Context: an optimization exercise on an open-source flow, tuned for small area, a short achievable clock period and few clock cycles. The choices shown serve that exercise and are no tape-out recipe. In this exercise RTL edits were held to simulation tests only and were not proved equivalent to the original. Power is estimated from default activity; no workload was simulated.

## interpolation
module interpolation (
    input           clk,
    input           RST,
    input           START,
    input   [5:0]   H0,
    input   [5:0]   V0,
    input   [3:0]   SW,
    input   [3:0]   SH,
    output          REN,
    input   [7:0]   R_DATA,
    output  [11:0]  ADDR,
    output  [7:0]   O_DATA,
    output          O_VALID
);
export LEC_CHECK = 0
export CAP_MARGIN = 20
export CORE_MARGIN = 2
export CORE_UTILIZATION = 40
export SLEW_MARGIN = 60
create_clock -name core_clock -period 32.0 [get_ports {clk}]
standard.sh (not shown) runs the stock make flow with config.mk's settings and CLKGATE_MAP_FILE= SYNTH_SCRIPT=/design/flow/synth_recipe.tcl, a recipe that flattens the netlist after the stock synthesis.
==> flow/flow/run.sh <==
#!/bin/bash
# Standard ORFS flow with buf_2 port buffers and a clock tree of clkbuf_8
# cells. The make output goes to flow_make.log here; ORFS logs each tool
# under orfs/logs/.
set -euo pipefail
export BUFFER_PORTS_ARGS="-buffer_cell sky130_fd_sc_hd__buf_2"
export CTS_ARGS="-sink_clustering_enable -repair_clock_nets -root_buf sky130_fd_sc_hd__clkbuf_8 -buf_list sky130_fd_sc_hd__clkbuf_8 -dont_use_dummy_load"
bash standard.sh > flow_make.log 2>&1
The baseline went through all stages and came out clean.
Testbench counts at the start, summed over its fixed seeds: cycles 87,218.
==> next run, changes <==
==> flow/flow/run.sh (replaced) <==
#!/bin/bash
# Standard ORFS flow with buf_2 port buffers and a clock tree of clkbuf_8
# cells. The make output goes to flow_make.log here; ORFS logs each tool
# under orfs/logs/.
set -euo pipefail
export BUFFER_PORTS_ARGS="-buffer_cell sky130_fd_sc_hd__buf_2"
export CTS_ARGS="-sink_clustering_enable -repair_clock_nets -root_buf sky130_fd_sc_hd__clkbuf_16 -buf_list sky130_fd_sc_hd__clkbuf_8 -sink_clustering_size 20 -sink_clustering_max_diameter 100 -balance_levels"
bash standard.sh > flow_make.log 2>&1
Result: Cell area increases by 2.5%; setup slack improves by 0.065 ns; wire length rose by 0.93%.
==> next run, changes <==
==> flow/flow/run.sh (replaced) <==
#!/bin/bash
# Standard ORFS flow with buf_2 port buffers and a clock tree of clkbuf_8
# cells. The make output goes to flow_make.log here; ORFS logs each tool
# under orfs/logs/.
set -euo pipefail
export BUFFER_PORTS_ARGS="-buffer_cell sky130_fd_sc_hd__buf_2"
export CTS_ARGS="-sink_clustering_enable -repair_clock_nets -root_buf sky130_fd_sc_hd__clkbuf_16 -buf_list sky130_fd_sc_hd__clkbuf_8 -sink_clustering_size 20 -sink_clustering_max_diameter 100 -balance_levels -dont_use_dummy_load"
bash standard.sh > flow_make.log 2>&1
Effect:
- setup slack gets better by 0.0078 ns
- area after synthesis stays the same
- die area is unchanged
==> next run, changes <==
==> flow/flow/run.sh (replaced) <==
#!/bin/bash
# Standard ORFS flow with buf_2 port buffers and a clock tree of clkbuf_4
# leaf cells under a clkbuf_16 root, without dummy loads. The make output goes to flow_make.log here; ORFS logs each tool
# under orfs/logs/.
set -euo pipefail
export BUFFER_PORTS_ARGS="-buffer_cell sky130_fd_sc_hd__buf_2"
export CTS_ARGS="-sink_clustering_enable -repair_clock_nets -root_buf sky130_fd_sc_hd__clkbuf_16 -buf_list sky130_fd_sc_hd__clkbuf_4 -dont_use_dummy_load"
bash standard.sh > flow_make.log 2>&1
The new run ran to the end with no violations.
Wire length fell by 0.51%.
Non-clock buffer count is unchanged.
Design area is lower by 1.3%.
Critical path depth is unchanged.
Clock power drops by 24%.
==> next run, changes <==
==> flow/flow/run.sh (replaced) <==
#!/bin/bash
# Standard ORFS flow with buf_2 port buffers and a clock tree of clkbuf_8
# cells. The make output goes to flow_make.log here; ORFS logs each tool
# under orfs/logs/.
set -euo pipefail
export BUFFER_PORTS_ARGS="-buffer_cell sky130_fd_sc_hd__buf_2"
export CTS_ARGS="-sink_clustering_enable -repair_clock_nets -root_buf sky130_fd_sc_hd__clkbuf_8 -buf_list sky130_fd_sc_hd__clkbuf_4 -dont_use_dummy_load"
bash standard.sh > flow_make.log 2>&1
What happened: Critical path depth stays the same; sequential power is about the same; wire length is about the same.

========
== v47 ==
interpolation, a different RTL version from the one above (not shown whole).
For scale: about 610 cells after synthesis, about 120 flip-flops, roughly 53 I/O pins.
## interpolation
module interpolation (
    input           clk,
    input           RST,
    input           START,
    input   [5:0]   H0,
    input   [5:0]   V0,
    input   [3:0]   SW,
    input   [3:0]   SH,
    output          REN,
    input   [7:0]   R_DATA,
    output  [11:0]  ADDR,
    output  [7:0]   O_DATA,
    output          O_VALID
);
==> flow/config.mk <==
export PLATFORM = sky130hd
export DESIGN_NAME = interpolation
export DESIGN_NICKNAME = interpolation
export VERILOG_FILES = /design/flow/design.v
export SDC_FILE = /design/flow/constraint.sdc
export NUM_CORES = 4
export LEC_CHECK = 0
export CAP_MARGIN = 20
export CORE_MARGIN = 2
export CORE_UTILIZATION = 40
export SLEW_MARGIN = 60
==> flow/constraint.sdc <==
create_clock -name core_clock -period 32.0 [get_ports {clk}]
set_input_delay 6.4000 -clock core_clock [delete_from_list [all_inputs] [get_ports {clk}]]
set_output_delay 6.4000 -clock core_clock [all_outputs]
set_load 0.01 [all_outputs]
==> flow/flow/run.sh <==
#!/bin/bash
# Standard ORFS flow with buf_2 port buffers and a clock tree of clkbuf_8
# cells. The make output goes to flow_make.log here; ORFS logs each tool
# under orfs/logs/.
set -euo pipefail
export BUFFER_PORTS_ARGS="-buffer_cell sky130_fd_sc_hd__buf_2"
export CTS_ARGS="-sink_clustering_enable -repair_clock_nets -buf_list sky130_fd_sc_hd__clkbuf_16 -sink_clustering_size 30 -sink_clustering_max_diameter 150"
bash standard.sh > flow_make.log 2>&1
Testbench counts of v47, summed over its fixed seeds: cycles 87,218.
[inputs] v20 vs v47
--- a/flow/flow/run.sh
+++ b/flow/flow/run.sh
@@ -7 +7 @@
-export CTS_ARGS="-sink_clustering_enable -repair_clock_nets -buf_list sky130_fd_sc_hd__clkbuf_16 -sink_clustering_size 30 -sink_clustering_max_diameter 150"
+export CTS_ARGS="-sink_clustering_enable -repair_clock_nets -buf_list sky130_fd_sc_hd__clkbuf_8"
Results
Min final worst slack across v20 and v47: v20. On number of buffers inserted by hold repair at cts, v20 tracks v47 almost exactly. As far as wire length is concerned, v20 and v47 perform about the same.
### v20 -> v16
--- a/flow/flow/run.sh
+++ b/flow/flow/run.sh
@@ -7 +7 @@
-export CTS_ARGS="-sink_clustering_enable -repair_clock_nets -buf_list sky130_fd_sc_hd__clkbuf_8"
+export CTS_ARGS="-sink_clustering_enable -repair_clock_nets -root_buf sky130_fd_sc_hd__clkbuf_16 -buf_list sky130_fd_sc_hd__clkbuf_8 -sink_clustering_size 20 -sink_clustering_max_diameter 100 -balance_levels"
Results
Re share of the synthesized netlist area taken by xor and xnor gates: no difference whatsoever between v20 and v16.
Compared with v20, in v16 final routed wirelength across all metal layers closely matched the old numbers, clock skew closely matched the old numbers, share of the clock period used by the worst path after layout decreased by 0.24 points relative to the old numbers.
v16 leaves more setup margin than v20.
Internal power in v16 is 0.70% higher than in v20
Having completed the whole flow, v16 delivered a layout that passed the timing, DRC and antenna checks.
Reported for v16 and v20, die footprint turned out identical to the last digit.
Measured against each other, v16 and v20 differ in switching power share of the total, the higher figure coming from v20.
Fraction of power consumed by the clock network on v16 is up relative to v20.

## what the ideal ports hide
In the flow no input, the clock included, has a driving cell. The finished layouts below were timed again as built, in two steps. Step 1 sets driving cells, clkbuf_16 on the clock port and buf_2 on the other inputs (assumed; they add their load-dependent delay and slew). Step 2 times the ports against the registers' clock, not the clock port: input delays grow and output delays shrink by t, the midpoint of the rising clock arrivals with the driver on. a / b / c = ideal / step 1 / step 2; a / b = the first two.
| run | shift t [ns] | slack for setup (ns) | worst setup path at the end |
|---|---|---|---|
| the first run of note 1 | 0.461 | 24.730 / 24.695 / 24.470 | input to register |
| the second run of note 1 | 0.405 | 24.794 / 24.752 / 24.479 | input to register |
| the third run of note 1 | 0.393 | 24.802 / 24.763 / 24.469 | input to register |
| the fourth run of note 1 | 0.387 | 24.788 / 24.748 / 24.471 | input to register |
| the fifth run of note 1 | 0.439 | 24.731 / 24.696 / 24.475 | input to register |
| v47 | 0.449 | 24.757 / 24.719 / 24.539 | input to register |
| v20 | 0.467 | 24.726 / 24.692 / 24.540 | input to register |
| v16 | 0.401 | 24.802 / 24.763 / 24.539 | input to register |
After both steps setup and hold are still met in every run listed. For the third run of note 1, which loses most, drivers alone change the setup slack by -0.039 ns; drivers and shift together by -0.333 ns.
